From an optimization exercise on the open Yosys and OpenROAD flow, aimed at small area; shortcuts taken in it are not production practice. Only the layout flow was run in this run; the RTL was not checked for function there. Power figures rest on the tool's default switching activity, not on a simulated workload.

==> design.v <==
`timescale 1ns / 1ps
module reciever_fetch(
    input [4:0] opcode_in_f_r,
    input [3:0] s1_in_f_r,
    input [3:0] s2_in_f_r,
    input [3:0] dest_in_f_r,
    input [31:0] ime_data_in_f_r,
    output reg [4:0] opcode_out_f_r,
    output reg [3:0] s1_out_f_r,
    output reg [3:0] s2_out_f_r,
    output reg [3:0] dest_out_f_r,
    output reg [31:0] ime_data_out_f_r,
    input clk_r,
    input reset_n_r
    );
always@(posedge clk_r or negedge reset_n_r)
begin
  if(~reset_n_r)
  begin
    opcode_out_f_r<=0;
	 s1_out_f_r<=0;
	 s2_out_f_r<=0;
	 dest_out_f_r<=0;
	 ime_data_out_f_r<=0;
  end
  else
  begin
    opcode_out_f_r<=opcode_in_f_r;
	 s1_out_f_r<=s1_in_f_r;
	 s2_out_f_r<=s2_in_f_r;
	 dest_out_f_r<=dest_in_f_r;
	 ime_data_out_f_r<=ime_data_in_f_r;
  end
end
endmodule
`timescale 1ns / 1ps
module transmiter_fetch(
    input [4:0] opcode_in_f_t,
    input [3:0] s1_in_f_t,
    input [3:0] s2_in_f_t,
    input [3:0] dest_in_f_t,
    input [31:0] ime_data_in_f_t,
    output reg [4:0] opcode_out_f_t,
    output reg [3:0] s1_out_f_t,
    output reg [3:0] s2_out_f_t,
    output reg [3:0] dest_out_f_t,
    output reg [31:0] ime_data_out_f_t
    );
always@(*)
begin
  opcode_out_f_t=opcode_in_f_t;
  ime_data_out_f_t=ime_data_in_f_t;
  dest_out_f_t=dest_in_f_t;
  case(opcode_in_f_t)
	   5'b00001: begin s1_out_f_t=s1_in_f_t; s2_out_f_t=0; end
	   5'b00010:begin s1_out_f_t=s1_in_f_t; s2_out_f_t=s2_in_f_t; end
	   5'b00011:begin s1_out_f_t=s1_in_f_t; s2_out_f_t=s2_in_f_t; end
	   5'b00100:begin s1_out_f_t=s1_in_f_t; s2_out_f_t=s2_in_f_t; end
	   5'b00101:begin s1_out_f_t=s1_in_f_t; s2_out_f_t=s2_in_f_t; end
	   5'b00110:begin s1_out_f_t=s1_in_f_t; s2_out_f_t=0; end
	   5'b00111:begin s1_out_f_t=s1_in_f_t; s2_out_f_t=0; end
	   5'b01000:begin s1_out_f_t=s1_in_f_t; s2_out_f_t=0; end
	   5'b01001:begin s1_out_f_t=s1_in_f_t; s2_out_f_t=0; end
	   5'b01010:begin s1_out_f_t=s1_in_f_t; s2_out_f_t=0; end
	   5'b01011:begin s1_out_f_t=s1_in_f_t; s2_out_f_t=0; end
	   5'b11000:begin s1_out_f_t=s1_in_f_t; s2_out_f_t=s2_in_f_t; end
	   5'b11010:begin s1_out_f_t=s1_in_f_t; s2_out_f_t=s2_in_f_t; end
	   5'b11100:begin s1_out_f_t=s1_in_f_t; s2_out_f_t=s2_in_f_t; end
	   5'b11110:begin s1_out_f_t=s1_in_f_t; s2_out_f_t=s2_in_f_t; end
	   5'b11011:begin s1_out_f_t=s1_in_f_t; s2_out_f_t=0; end   
	   default:begin s1_out_f_t=0; s2_out_f_t=0; end
  endcase
end
endmodule
`timescale 1ns / 1ps
module fetch(
    input [4:0] opcode_in,
    input [3:0] s1_in,
    input [3:0] s2_in,
    input [3:0] dest_in,
    input [31:0] ime_data_in,
    output [4:0] opcode_out_f,
    output [3:0] s1_out_f,
    output [3:0] s2_out_f,
    output [3:0] dest_out_f,
    output [31:0] ime_data_out_f,
    input clk,
    input reset_n
    );
wire [4:0] opcode_f_tmp;
wire [3:0] s1_f_tmp;
wire [3:0] s2_f_tmp;
wire [3:0] dest_f_tmp;
wire [31:0] ime_data_f_tmp;
reciever_fetch u2a(
    .opcode_in_f_r(opcode_in),
    .s1_in_f_r(s1_in),
    .s2_in_f_r(s2_in),
    .dest_in_f_r(dest_in),
    .ime_data_in_f_r(ime_data_in),
    .opcode_out_f_r(opcode_f_tmp),
    .s1_out_f_r(s1_f_tmp),
    .s2_out_f_r(s2_f_tmp),
    .dest_out_f_r(dest_f_tmp),
    .ime_data_out_f_r(ime_data_f_tmp),
    .clk_r(clk),
    .reset_n_r(reset_n)
    );
transmiter_fetch df(
    .opcode_in_f_t(opcode_f_tmp),
    .s1_in_f_t(s1_f_tmp),
    .s2_in_f_t(s2_f_tmp),
    .dest_in_f_t(dest_f_tmp),
    .ime_data_in_f_t(ime_data_f_tmp),
    .opcode_out_f_t(opcode_out_f),
    .s1_out_f_t(s1_out_f),
    .s2_out_f_t(s2_out_f),
    .dest_out_f_t(dest_out_f),
    .ime_data_out_f_t(ime_data_out_f)
    );
endmodule
`timescale 1ns / 1ps
module reciever_decode(
    input [4:0] opcode_in_d_r,
    input [3:0] dest_in_d_r,
    input [3:0] s1_in_d_r,
    input [3:0] s2_in_d_r,
    input [31:0] ime_data_in_d_r,
    output reg [4:0] opcode_out_d_r,
    output reg [3:0] dest_out_d_r,
    output reg [3:0] s1_out_d_r,
    output reg [3:0] s2_out_d_r,
    output reg [31:0] ime_data_out_d_r,
    input clk_r,
    input reset_n_r
    );
always@(posedge clk_r or negedge reset_n_r)
begin
  if(~reset_n_r)
  begin
    opcode_out_d_r<=0;
	 dest_out_d_r<=0;
	 s1_out_d_r<=0;
	 s2_out_d_r<=0;
	 ime_data_out_d_r<=0;
  end
  else
  begin
    opcode_out_d_r <= opcode_in_d_r;
	 dest_out_d_r <= dest_in_d_r;
	 s1_out_d_r <= s1_in_d_r;
	 s2_out_d_r <= s2_in_d_r;
	 ime_data_out_d_r <= ime_data_in_d_r;
  end
end
endmodule
`timescale 1ns / 1ps
module transmitter_decode(
    input [4:0] opcode_in_d_t,
    input [3:0] dest_in_d_t,
    input [3:0] s1_in_d_t,
    input [3:0] s2_in_d_t,
    input [31:0] ime_data_in_d_t,
    output reg [4:0] opcode_out_d_t,
    output reg [3:0] dest_out_d_t,
    output reg [3:0] s1_out_d_t,
    output reg [3:0] s2_out_d_t,
    output reg [31:0] ime_data_out_d_t
    );
always@(*)
begin
  if(opcode_in_d_t==5'b11001)
    ime_data_out_d_t=ime_data_in_d_t;
  else
    ime_data_out_d_t=0;
  case(opcode_in_d_t)
	   5'b00001:dest_out_d_t=dest_in_d_t;
	   5'b00010:dest_out_d_t=dest_in_d_t;
	   5'b00011:dest_out_d_t=dest_in_d_t;
	   5'b00100:dest_out_d_t=dest_in_d_t;
	   5'b00101:dest_out_d_t=dest_in_d_t;
	   5'b00110:dest_out_d_t=dest_in_d_t;
	   5'b01000:dest_out_d_t=dest_in_d_t;
	   5'b01001:dest_out_d_t=dest_in_d_t;
	   5'b01010:dest_out_d_t=dest_in_d_t;
	   5'b01011:dest_out_d_t=dest_in_d_t;
	   5'b11000:dest_out_d_t=dest_in_d_t;
	   5'b11010:dest_out_d_t=dest_in_d_t;
	   5'b11100:dest_out_d_t=dest_in_d_t;
	   5'b11110:dest_out_d_t=dest_in_d_t;
	   5'b11001:dest_out_d_t=dest_in_d_t;
	   5'b11011:dest_out_d_t=dest_in_d_t;  
	   default:dest_out_d_t=0;
  endcase
  s1_out_d_t=s1_in_d_t;  
  s2_out_d_t=s2_in_d_t;  
  opcode_out_d_t=opcode_in_d_t;
end
endmodule
`timescale 1ns / 1ps
module decode(
    input [4:0] opcode_in_d,
    input [3:0] dest_in_d,
    input [3:0] s1_in_d,
    input [3:0] s2_in_d,
    input [31:0] ime_data_in_d,
    output [4:0] opcode_out_d,
    output [3:0] dest_out_d,
    output [3:0] s1_out_d,
    output [3:0] s2_out_d,
    output [31:0] ime_data_out_d,
    input clk,
    input reset_n
    );
wire [4:0] opcode_tmp_d;
wire [3:0] dest_tmp_d;
wire [3:0] s1_tmp_d;
wire [3:0] s2_tmp_d;
wire [31:0] ime_data_tmp_d;
reciever_decode u3a(
    .opcode_in_d_r(opcode_in_d),
    .dest_in_d_r(dest_in_d),
    .s1_in_d_r(s1_in_d),
    .s2_in_d_r(s2_in_d),
    .ime_data_in_d_r(ime_data_in_d),
    .opcode_out_d_r(opcode_tmp_d),
    .dest_out_d_r(dest_tmp_d),
    .s1_out_d_r(s1_tmp_d),
    .s2_out_d_r(s2_tmp_d),
    .ime_data_out_d_r(ime_data_tmp_d),
    .clk_r(clk),
    .reset_n_r(reset_n)
    );
transmitter_decode u3b(
    .opcode_in_d_t(opcode_tmp_d),
    .dest_in_d_t(dest_tmp_d),
    .s1_in_d_t(s1_tmp_d),
    .s2_in_d_t(s2_tmp_d),
    .ime_data_in_d_t(ime_data_tmp_d),
    .opcode_out_d_t(opcode_out_d),
    .dest_out_d_t(dest_out_d),
    .s1_out_d_t(s1_out_d),
    .s2_out_d_t(s2_out_d),
    .ime_data_out_d_t(ime_data_out_d)
    );	 
endmodule
`timescale 1ns / 1ps
module internal_register(
    input [3:0] s1_in_ir,
    input [3:0] s2_in_ir,
    input [3:0] dest_in_ir,
    input [31:0] data_in_ir,
    input [2:0] flags_in_ir,
    output [31:0] data_s1_out_ir,
    output [31:0] data_s2_out_ir,
    input clk,
    input reset_n
    );
reg [34:0] loc[15:0];
reg [31:0] data_s1_ir;
reg [31:0] data_s2_ir;
assign data_s1_out_ir=data_s1_ir;
assign data_s2_out_ir=data_s2_ir;
always@(posedge clk or negedge reset_n)
begin
  if(~reset_n)
  begin
	 	   data_s1_ir<=0;
		   data_s2_ir<=0;
  end
  else
  begin
	 if(dest_in_ir==s1_in_ir)  
	   data_s1_ir<=data_in_ir;
	 else
	   data_s1_ir<=loc[s1_in_ir][31:0];
	 if(dest_in_ir==s2_in_ir)  
	   data_s2_ir<=data_in_ir;
	 else
	   data_s2_ir<=loc[s2_in_ir][31:0];
  end
end
always@(posedge clk)
begin
  loc[dest_in_ir]<={flags_in_ir,data_in_ir};
end
endmodule
`timescale 1ns / 1ps
module alu(
    input [31:0] a_tmp_alu,
    input [31:0] b_tmp_alu,
    input [4:0] opcode_tmp_alu,
	 output reg[31:0] result_alu,
	 output reg carry_alu
    );
always@(*)
begin
    case(opcode_tmp_alu)
	   5'b00000:{carry_alu,result_alu}=0;                                        
	   5'b00001:{carry_alu,result_alu}=a_tmp_alu+1'b1;                           
	   5'b00010:{carry_alu,result_alu}=a_tmp_alu+b_tmp_alu;                      
	   5'b00011:{carry_alu,result_alu}=a_tmp_alu+b_tmp_alu+1'b1;                 
	   5'b00100:{carry_alu,result_alu}=a_tmp_alu-b_tmp_alu-1'b1;                 
	   5'b00101:{carry_alu,result_alu}=a_tmp_alu-b_tmp_alu;                      
	   5'b00110:{carry_alu,result_alu}=a_tmp_alu-1'b1;                           
	   5'b00111:{carry_alu,result_alu}=a_tmp_alu;                                
	   5'b01000:{carry_alu,result_alu}={1'b0,a_tmp_alu[0],a_tmp_alu[31:1]};      
	   5'b01001:{carry_alu,result_alu}={1'b0,1'b0,a_tmp_alu[31:1]};              
	   5'b01010:{carry_alu,result_alu}={1'b0,a_tmp_alu[30:0],1'b0};              
	   5'b01011:{carry_alu,result_alu}={1'b0,a_tmp_alu[30:0],a_tmp_alu[31]};     
	   5'b11000:{carry_alu,result_alu}={1'b0,a_tmp_alu|b_tmp_alu};               
	   5'b11010:{carry_alu,result_alu}={1'b0,a_tmp_alu^b_tmp_alu};               
	   5'b11100:{carry_alu,result_alu}={1'b0,a_tmp_alu&b_tmp_alu};               
	   5'b11110:{carry_alu,result_alu}={1'b0,~a_tmp_alu};                        
	   5'b11011:{carry_alu,result_alu}=a_tmp_alu;                                
	   default:{carry_alu,result_alu}=0;                                         
	 endcase
end
endmodule
`timescale 1ns / 1ps
module reciever_execute(
    input [4:0] opcode_in_e_r,
    input [3:0] dest_in_e_r,
    input [3:0] s1_in_e_r,
    input [3:0] s2_in_e_r,
    input [3:0] prv__inst_dest_r,
    input [31:0] ime_data_in_e_r,
    input [31:0] data_s1_in_e_r,
    input [31:0] data_s2_in_e_r,
    input [31:0] data_result_out_e_r,
	 output reg[31:0] a_tmp_r,
    output reg[31:0] b_tmp_r,
    output reg[31:0] idata_tmp_r,
    output reg[4:0] opcode_tmp_r,
    output reg[3:0] dest_tmp_r,
	 input clk,
    input reset_n
    );
always@(posedge clk or negedge reset_n)
begin
  if(~reset_n)
  begin
    a_tmp_r<=0;
    b_tmp_r<=0;
    idata_tmp_r<=0;
	 opcode_tmp_r<=0;
	 dest_tmp_r<=0;
  end
  else
  begin
    if(s1_in_e_r==prv__inst_dest_r)
	   a_tmp_r<=data_result_out_e_r;
	 else
      a_tmp_r<=data_s1_in_e_r;
	 if(s2_in_e_r==prv__inst_dest_r)
	   b_tmp_r<=data_result_out_e_r;
	 else
      b_tmp_r<=data_s2_in_e_r;
	 idata_tmp_r<=ime_data_in_e_r;
	 opcode_tmp_r<=opcode_in_e_r;
	 dest_tmp_r<=dest_in_e_r;
  end
end
endmodule
`timescale 1ns / 1ps
module transmiter_execute(
    input [3:0] dest_tmp_t,
    input [4:0] opcode_tmp_t,
    input [31:0] a_tmp_t,
    input [31:0] b_tmp_t,	 
    input [31:0] result_t,
    input [31:0] idata_tmp_t,
	 input carry_t,
    output [31:0] data_result_out_e_t,
    output [2:0] flags_out_e_t,
	 output [3:0] dest_out_e_t
    );
reg [31:0] data_result_e;
wire sign;
wire zero;
assign data_result_out_e_t = data_result_e;
assign dest_out_e_t = dest_tmp_t;
assign sign = a_tmp_t < b_tmp_t;     
assign zero = a_tmp_t || b_tmp_t || idata_tmp_t;    
assign flags_out_e_t = {~zero,sign,carry_t};
always@(*)
begin
  case(opcode_tmp_t)
    5'b11001: data_result_e=idata_tmp_t;   
	 default: 
	 data_result_e=result_t;
  endcase
end
endmodule
`timescale 1ns / 1ps
module operand_forwarding_execute(
    input [3:0] dest_in_e_opf,
    output reg [3:0] prv__inst_dest_out_opf
    );
always@(*)
begin
 prv__inst_dest_out_opf=dest_in_e_opf;                                          
end
endmodule
`timescale 1ns / 1ps
module execute(
    input [4:0] opcode_in_e,
    input [3:0] dest_in_e,
    input [3:0] s1_in_e,
    input [3:0] s2_in_e,
    input [31:0] ime_data_in_e,
    input [31:0] data_s1_in_e,
    input [31:0] data_s2_in_e,
    output [31:0] data_result_out_e,
    output [2:0] flags_out_e,
    input clk,
	 output [3:0] dest_out_e,
    input reset_n
    );
wire [31:0] result;
wire carry;
wire sign;
wire zero;
wire[31:0] a_tmp;
wire[31:0] b_tmp;
wire[4:0] opcode_tmp;
wire[31:0] idata_tmp;
wire[3:0] dest_tmp;
wire[3:0] s1_tmp;
wire[3:0] s2_tmp;
wire[3:0] prv__inst_dest_tmp;
reciever_execute u5a(
    .opcode_in_e_r(opcode_in_e),
    .dest_in_e_r(dest_in_e),
    .s1_in_e_r(s1_in_e),
    .s2_in_e_r(s2_in_e),
    .prv__inst_dest_r(prv__inst_dest_tmp),
    .ime_data_in_e_r(ime_data_in_e),
    .data_s1_in_e_r(data_s1_in_e),
    .data_s2_in_e_r(data_s2_in_e),
    .data_result_out_e_r(data_result_out_e),
	 .a_tmp_r(a_tmp),
    .b_tmp_r(b_tmp),
    .idata_tmp_r(idata_tmp),
    .opcode_tmp_r(opcode_tmp),
    .dest_tmp_r(dest_tmp),
	 .clk(clk),
    .reset_n(reset_n)
    );
alu u5b(
    .a_tmp_alu(a_tmp),
    .b_tmp_alu(b_tmp),
    .opcode_tmp_alu(opcode_tmp),
	 .result_alu(result),
	 .carry_alu(carry)
    );
transmiter_execute u5c(
    .dest_tmp_t(dest_tmp),
    .opcode_tmp_t(opcode_tmp),
    .a_tmp_t(a_tmp),
    .b_tmp_t(b_tmp),	 
    .result_t(result),
    .idata_tmp_t(idata_tmp),
	 .carry_t(carry),
    .data_result_out_e_t(data_result_out_e),
    .flags_out_e_t(flags_out_e),
	 .dest_out_e_t(dest_out_e)
    );
operand_forwarding_execute u5d(
    .dest_in_e_opf(dest_out_e),
    .prv__inst_dest_out_opf(prv__inst_dest_tmp)
    );
endmodule
`timescale 1ns / 1ps
module pipeline_controler_32_bit_version_3(
    input [4:0] opcode_in,
    input [3:0] s1_in,
    input [3:0] s2_in,
    input [3:0] dest_in,
    input [31:0] ime_data_in,
    output [31:0] result_out,
    output [2:0] flags_out,
    input sys_clk,
    input reset_n
    );
wire [4:0] opcode_f_d;
wire [4:0] opcode_d_e;
wire [3:0] s1_f_d_ir;
wire [3:0] s2_f_d_ir;
wire [3:0] s1_d_e;
wire [3:0] s2_d_e;
wire [3:0] dest_f_d;
wire [3:0] dest_d_e;
wire [3:0] dest_e_ir;
wire [31:0] ime_data_f_d;
wire [31:0] ime_data_d_e;
wire [31:0] data_s1_ir_e;
wire [31:0] data_s2_ir_e;
wire cntl_clk = sys_clk;
fetch u2(
    .opcode_in(opcode_in),
    .s1_in(s1_in),
    .s2_in(s2_in),
    .dest_in(dest_in),
    .ime_data_in(ime_data_in),
    .opcode_out_f(opcode_f_d),
    .s1_out_f(s1_f_d_ir),
    .s2_out_f(s2_f_d_ir),
    .dest_out_f(dest_f_d),
    .ime_data_out_f(ime_data_f_d),
    .clk(cntl_clk),
    .reset_n(reset_n)
    );
decode u3(
    .opcode_in_d(opcode_f_d),
    .dest_in_d(dest_f_d),
    .s1_in_d(s1_f_d_ir),
    .s2_in_d(s2_f_d_ir),
    .ime_data_in_d(ime_data_f_d),
    .opcode_out_d(opcode_d_e),
    .dest_out_d(dest_d_e),
    .s1_out_d(s1_d_e),
    .s2_out_d(s2_d_e),
    .ime_data_out_d(ime_data_d_e),
    .clk(cntl_clk),
    .reset_n(reset_n)
    );
internal_register u4(
    .s1_in_ir(s1_f_d_ir),
    .s2_in_ir(s2_f_d_ir),
    .dest_in_ir(dest_e_ir),
    .data_in_ir(result_out),
    .flags_in_ir(flags_out),
    .data_s1_out_ir(data_s1_ir_e),
    .data_s2_out_ir(data_s2_ir_e),
    .clk(cntl_clk),
    .reset_n(reset_n)
    );
execute u5(
    .opcode_in_e(opcode_d_e),
    .dest_in_e(dest_d_e),
    .s1_in_e(s1_d_e),
    .s2_in_e(s2_d_e),
    .ime_data_in_e(ime_data_d_e),
    .data_s1_in_e(data_s1_ir_e),
    .data_s2_in_e(data_s2_ir_e),
    .data_result_out_e(result_out),
    .flags_out_e(flags_out),
    .clk(cntl_clk),
	 .dest_out_e(dest_e_ir),
    .reset_n(reset_n)
    );
endmodule
==> run.sh <==
#!/bin/bash
# synth_recipe.tcl (not shown) runs the flow's synth.tcl, then flattens the netlist and writes it again
# the make line also repeats each setting of config.mk as NAME=value (left out here)
make -C /OpenROAD-flow-scripts/flow DESIGN_CONFIG=/design/flow/config.mk WORK_HOME=/design/flow/orfs CLKGATE_MAP_FILE= SYNTH_SCRIPT=/design/flow/synth_recipe.tcl finish
==> config.mk <==
export PLATFORM = sky130hd
export DESIGN_NAME = pipeline_controler_32_bit_version_3
export DESIGN_NICKNAME = pipeline_controler_32_bit_version_3
export VERILOG_FILES = /design/flow/design.v
export SDC_FILE = /design/flow/constraint.sdc
export NUM_CORES = 4
export LEC_CHECK = 0
export CAP_MARGIN = 20
export CORE_MARGIN = 2
export CORE_UTILIZATION = 40
export SLEW_MARGIN = 20
==> constraint.sdc <==
create_clock -name core_clock -period 9.0 [get_ports {sys_clk}]
set_input_delay 1.8000 -clock core_clock [delete_from_list [all_inputs] [get_ports {sys_clk}]]
set_output_delay 1.8000 -clock core_clock [all_outputs]
set_load 0.01 [all_outputs]
==> impl_metrics.ini <==
[timing]
hold_viol_final = 0
tightest_slew_ns = 1.18
final-setup-viol-count = 0
slew-limit-headroom = 0.192
final_max_slew_viol_count = 0
fin_tns_setup_ns = 0
skew_ns = 0.0393
fin_crit_sh = 0.932
fmax_ghz = 0.119
finalWorstSetupSlack_ns = 0.610
rsz0062_at_grt = false
fin_crit_ns = 8.39

[cts]
cts_htree_levels = 3
hold_buffers = 0
cts_resized = 0
clkTransAtPathRegs_ns = 0.06
cts_sinks = 779
cts_setup_buffers = 0
clk_latency_ns = 0.67
cts_tree = built
cts.root.buffer_cell = clkbuf_16
cts_buffers = 86
clock_path_buffers = 3

[floorplan]
die_y_um = 336
start_util = 0.404
die_area_um2 = 113000
die_w_um = 336
core_um2 = 109000
pin_count = 86
rows = 121

[worst_setup_path]
cp-end-kind = primary output
rrSetupSlack_ns = 3.04
crit_path_cell_trace = inv_1 -> ha_1 -> and3_1 -> a221oi_4 -> a21oi_1 -> xnor2_1 -> nor4_2 -> nand3_1 -> or3_1 -> o31a_1 -> nor3_1 -> a211o_1 -> clkdlybuf4s50_1
reg2reg_from = u5.u5a.opcode_tmp_r[0]$_DFF_PN0_
slowest_delay_ns = 0.75
reg2regPathDepth = 17
worstSetupStartpointType = flop
worst_r2r_endpoint = u5.u5a.b_tmp_r[24]$_DFF_PN0_
worstPathMaxFanout = 22
crit_slowest_cell = a211o_1
crit_required_ns = 7.20
critical_path_class = reg -> out
critPathArrivalTime_ns = 6.59

[pwr]
powerDensity_nw_per_um2 = 347
cellLeakagePower_nw = 18.8
ir_worst_vdd_v = 0.000184

[global_routing]
grt_pass1_wl_mm = 249
grtUsageTotal = 0.301
grt_max_degree = 142
grt_pass1_vias = 35701
gr-total-overflow = 0
antenna_found_initial = 4

[placed_design]
port_buffers = 85
place_congestion = 1.05
post-place-ws_ns = 1.43
dp_hpwl_mm = 112
dp.cells = 5744

[drt]
antenna_left = 0
drt_wl_total_mm = 175
firstDrtPassIters = 8
drt-initial-drc-count = 5606
drc = 0
vias = 38327
wl_per_cell_um = 29.6
via_per_inst = 6.49

[yosys]
ys_ff_latch = 779
synth_area_per_cell_um2 = 10.1
synth.yosys.seq_area_share = 0.500
syn_nets = 4558
ys_warn_count = 9
syn_inst = 4375
async_flop_share = 0.343
synthDistinctLibCells = 103
synth_edf_count = 512
synth_ff_type = edfxtp_1
synth_area_um2 = 44100

[min_path]
min_from = u2.u2a.ime_data_out_f_r[6]$_DFF_PN0_
hold_depth = 0
hold_class = reg -> reg
min_to = u3.u3a.ime_data_out_d_r[6]$_DFF_PN0_

[run]
drv_cap = 0

[cells_and_area]
drive_gt1_frac = 0.106
instances_no_fill = 5903
fin_nets = 4539
syn_to_final_growth_pct = 12.5

[run_status]
outcome = finished clean
## registers in the layout, indices dropped and copies added, names as in the netlist, 32 cells and up
signal and cells:
u5.u5a.idata_tmp_r 32, u2.u2a.ime_data_out_f_r 32, u5.u5a.a_tmp_r 32, u4.loc 512, u4.data_s2_ir 32, u3.u3a.ime_data_out_d_r 32
u5.u5a.b_tmp_r 32, u4.data_s1_ir 32
## cell type report
class / instances / area, um2
fill: 10088 / 59500
multi-input combinational: 3157 / 20600
clock buffer: 114 / 2420
timing repair buffer: 205 / 1770
tap: 1476 / 1850
clock inverter: 44 / 390
inverter: 127 / 489
antenna: 1 / 2.50
sequential: 779 / 22100
## metrics by stage
| step | hold WS (ns) | utilization | area [um2] | total power [mW] |
|---|---|---|---|---|
| 2_1_floorplan | 0.331 | - | 44100 | 10.3 |
| 3_3_place_gp | 0.334 | 0.429 | 46800 | 13.4 |
| 3_5_place_dp | 0.335 | 0.429 | 46800 | 13.4 |
| 4_1_cts | 0.347 | 0.454 | 49600 | 16.9 |
| 5_1_grt | 0.353 | 0.454 | 49600 | 17.9 |
| 6_report | 0.346 | 0.454 | 49600 | 17.2 |
## placed cells by master, fill, tap and decap left out, types with 115 or more instances in the layout
cell type / Yosys / final
a21oi_1: 311 / 310
buf_4: 4 / 119
dfrtp_1: 267 / 264
edfxtp_1: 512 / 512
ha_1: 129 / 129
inv_1: 118 / 115
nand2_1: 638 / 632
nand3_1: 237 / 237
nor2_1: 234 / 222
o21ai_0: 176 / 175
## logic make-up (layout without fill, tap and decap cells)
group           after synthesis  count (layout)  synth area share
buf+inv                     439             490            0.0385
flops                       779             779             0.500
xor+xnor                    127             127            0.0254
mux                         206             206            0.0518
fa+ha+maj                   132             132            0.0380
other cells                   0               1                 0
simple gates               1535            1535             0.165
compound gates             1157            1157             0.181
## layer usage
| layer | global-route usage | wire length (um) |
|---|---|---|
| met1 | 0.411 | 70100 |
| met2 | 0.453 | 75700 |
| met3 | 0.0632 | 18800 |
| met4 | 0.155 | 9840 |
| met5 | 0 | 80 |
## power breakdown
| part | leakage [nW] | switching (mW) | internal [mW] | total, mW |
|---|---|---|---|---|
| Sequential | 7.91 | 0.507 | 4.66 | 5.17 |
| Combinational | 9.55 | 5.81 | 2.71 | 8.52 |
| Clock | 1.37 | 1.49 | 2.04 | 3.53 |
| Total | 18.8 | 7.81 | 9.41 | 17.2 |
## critical path: cells and delay by family, from the launching register on
family	cells	cell delay (ns)
adders and majority gates	1	0.59
xor gates and xnor gates	1	0.23
AOI/OAI and AO/OA	4	1.72
and+or+nand+nor	5	2.00
buffers and inverters	2	0.83
DFF	1	0.55
## synthesized netlist by cell type, types with 29 or more instances
master	instances	area (um2)
a211oi_1	70	526
a21o_1	52	390
a21oi_1	311	1560
a221oi_1	43	377
a311oi_1	68	596
and2_1	54	338
and3_1	95	594
buf_1	31	116
clkbuf_1	256	961
dfrtp_1	267	6680
edfxtp_1	512	15400
ha_1	129	1610
inv_1	118	443
mux2_2	88	991
mux2i_1	108	1080
nand2_1	638	2390
nand3_1	237	1190
nand4_1	39	244
nor2_1	234	878
nor3_1	47	235
nor4_1	55	344
o211ai_1	32	240
o21a_1	29	218
o21ai_0	176	881
o221ai_1	81	709
o22ai_1	38	238
xnor2_1	80	701
xor2_1	46	403
## worst max path at each step
stage                                                start              to  slack [ns]
after floorplan           u5.u5a.opcode_tmp_r[0]$_DFF_PN0_  result_out[24]        2.03
after global placement    u5.u5a.opcode_tmp_r[0]$_DFF_PN0_    flags_out[0]        1.48
after detailed placement  u5.u5a.opcode_tmp_r[0]$_DFF_PN0_    flags_out[0]        1.43
after CTS                 u5.u5a.opcode_tmp_r[0]$_DFF_PN0_    flags_out[0]        0.70
after global routing      u5.u5a.opcode_tmp_r[0]$_DFF_PN0_  result_out[24]        0.28
final                          u5.u5a.b_tmp_r[5]$_DFF_PN0_  result_out[22]        0.61

## re-timing with driven ports
The results above use ideal ports. As a check the final layout listed here was re-extracted and re-timed, cells and wires unchanged. Step 1 assumes that a clkbuf_16 drives the clock port and a buf_2 every other input. Step 2 times the ports against the registers' clock, not the clock port: input delays grow and output delays shrink by t, the midpoint of the rising clock arrivals with the driver on. Slacks: ideal ports / drivers / drivers and shift; pairs: ideal ports / drivers.
t (ns): 0.724
slack for setup (ns): 0.610 / 0.541 / 1.266
hold WS [ns]: 0.346 / 0.346 / 0.346
worst data-port slew with drivers (ns): 0.05
pins driven straight from the clock port: 1
After both steps this run still meets setup and hold. The setup slack of this run moves by -0.069 ns with the drivers and by +0.656 ns with both steps.
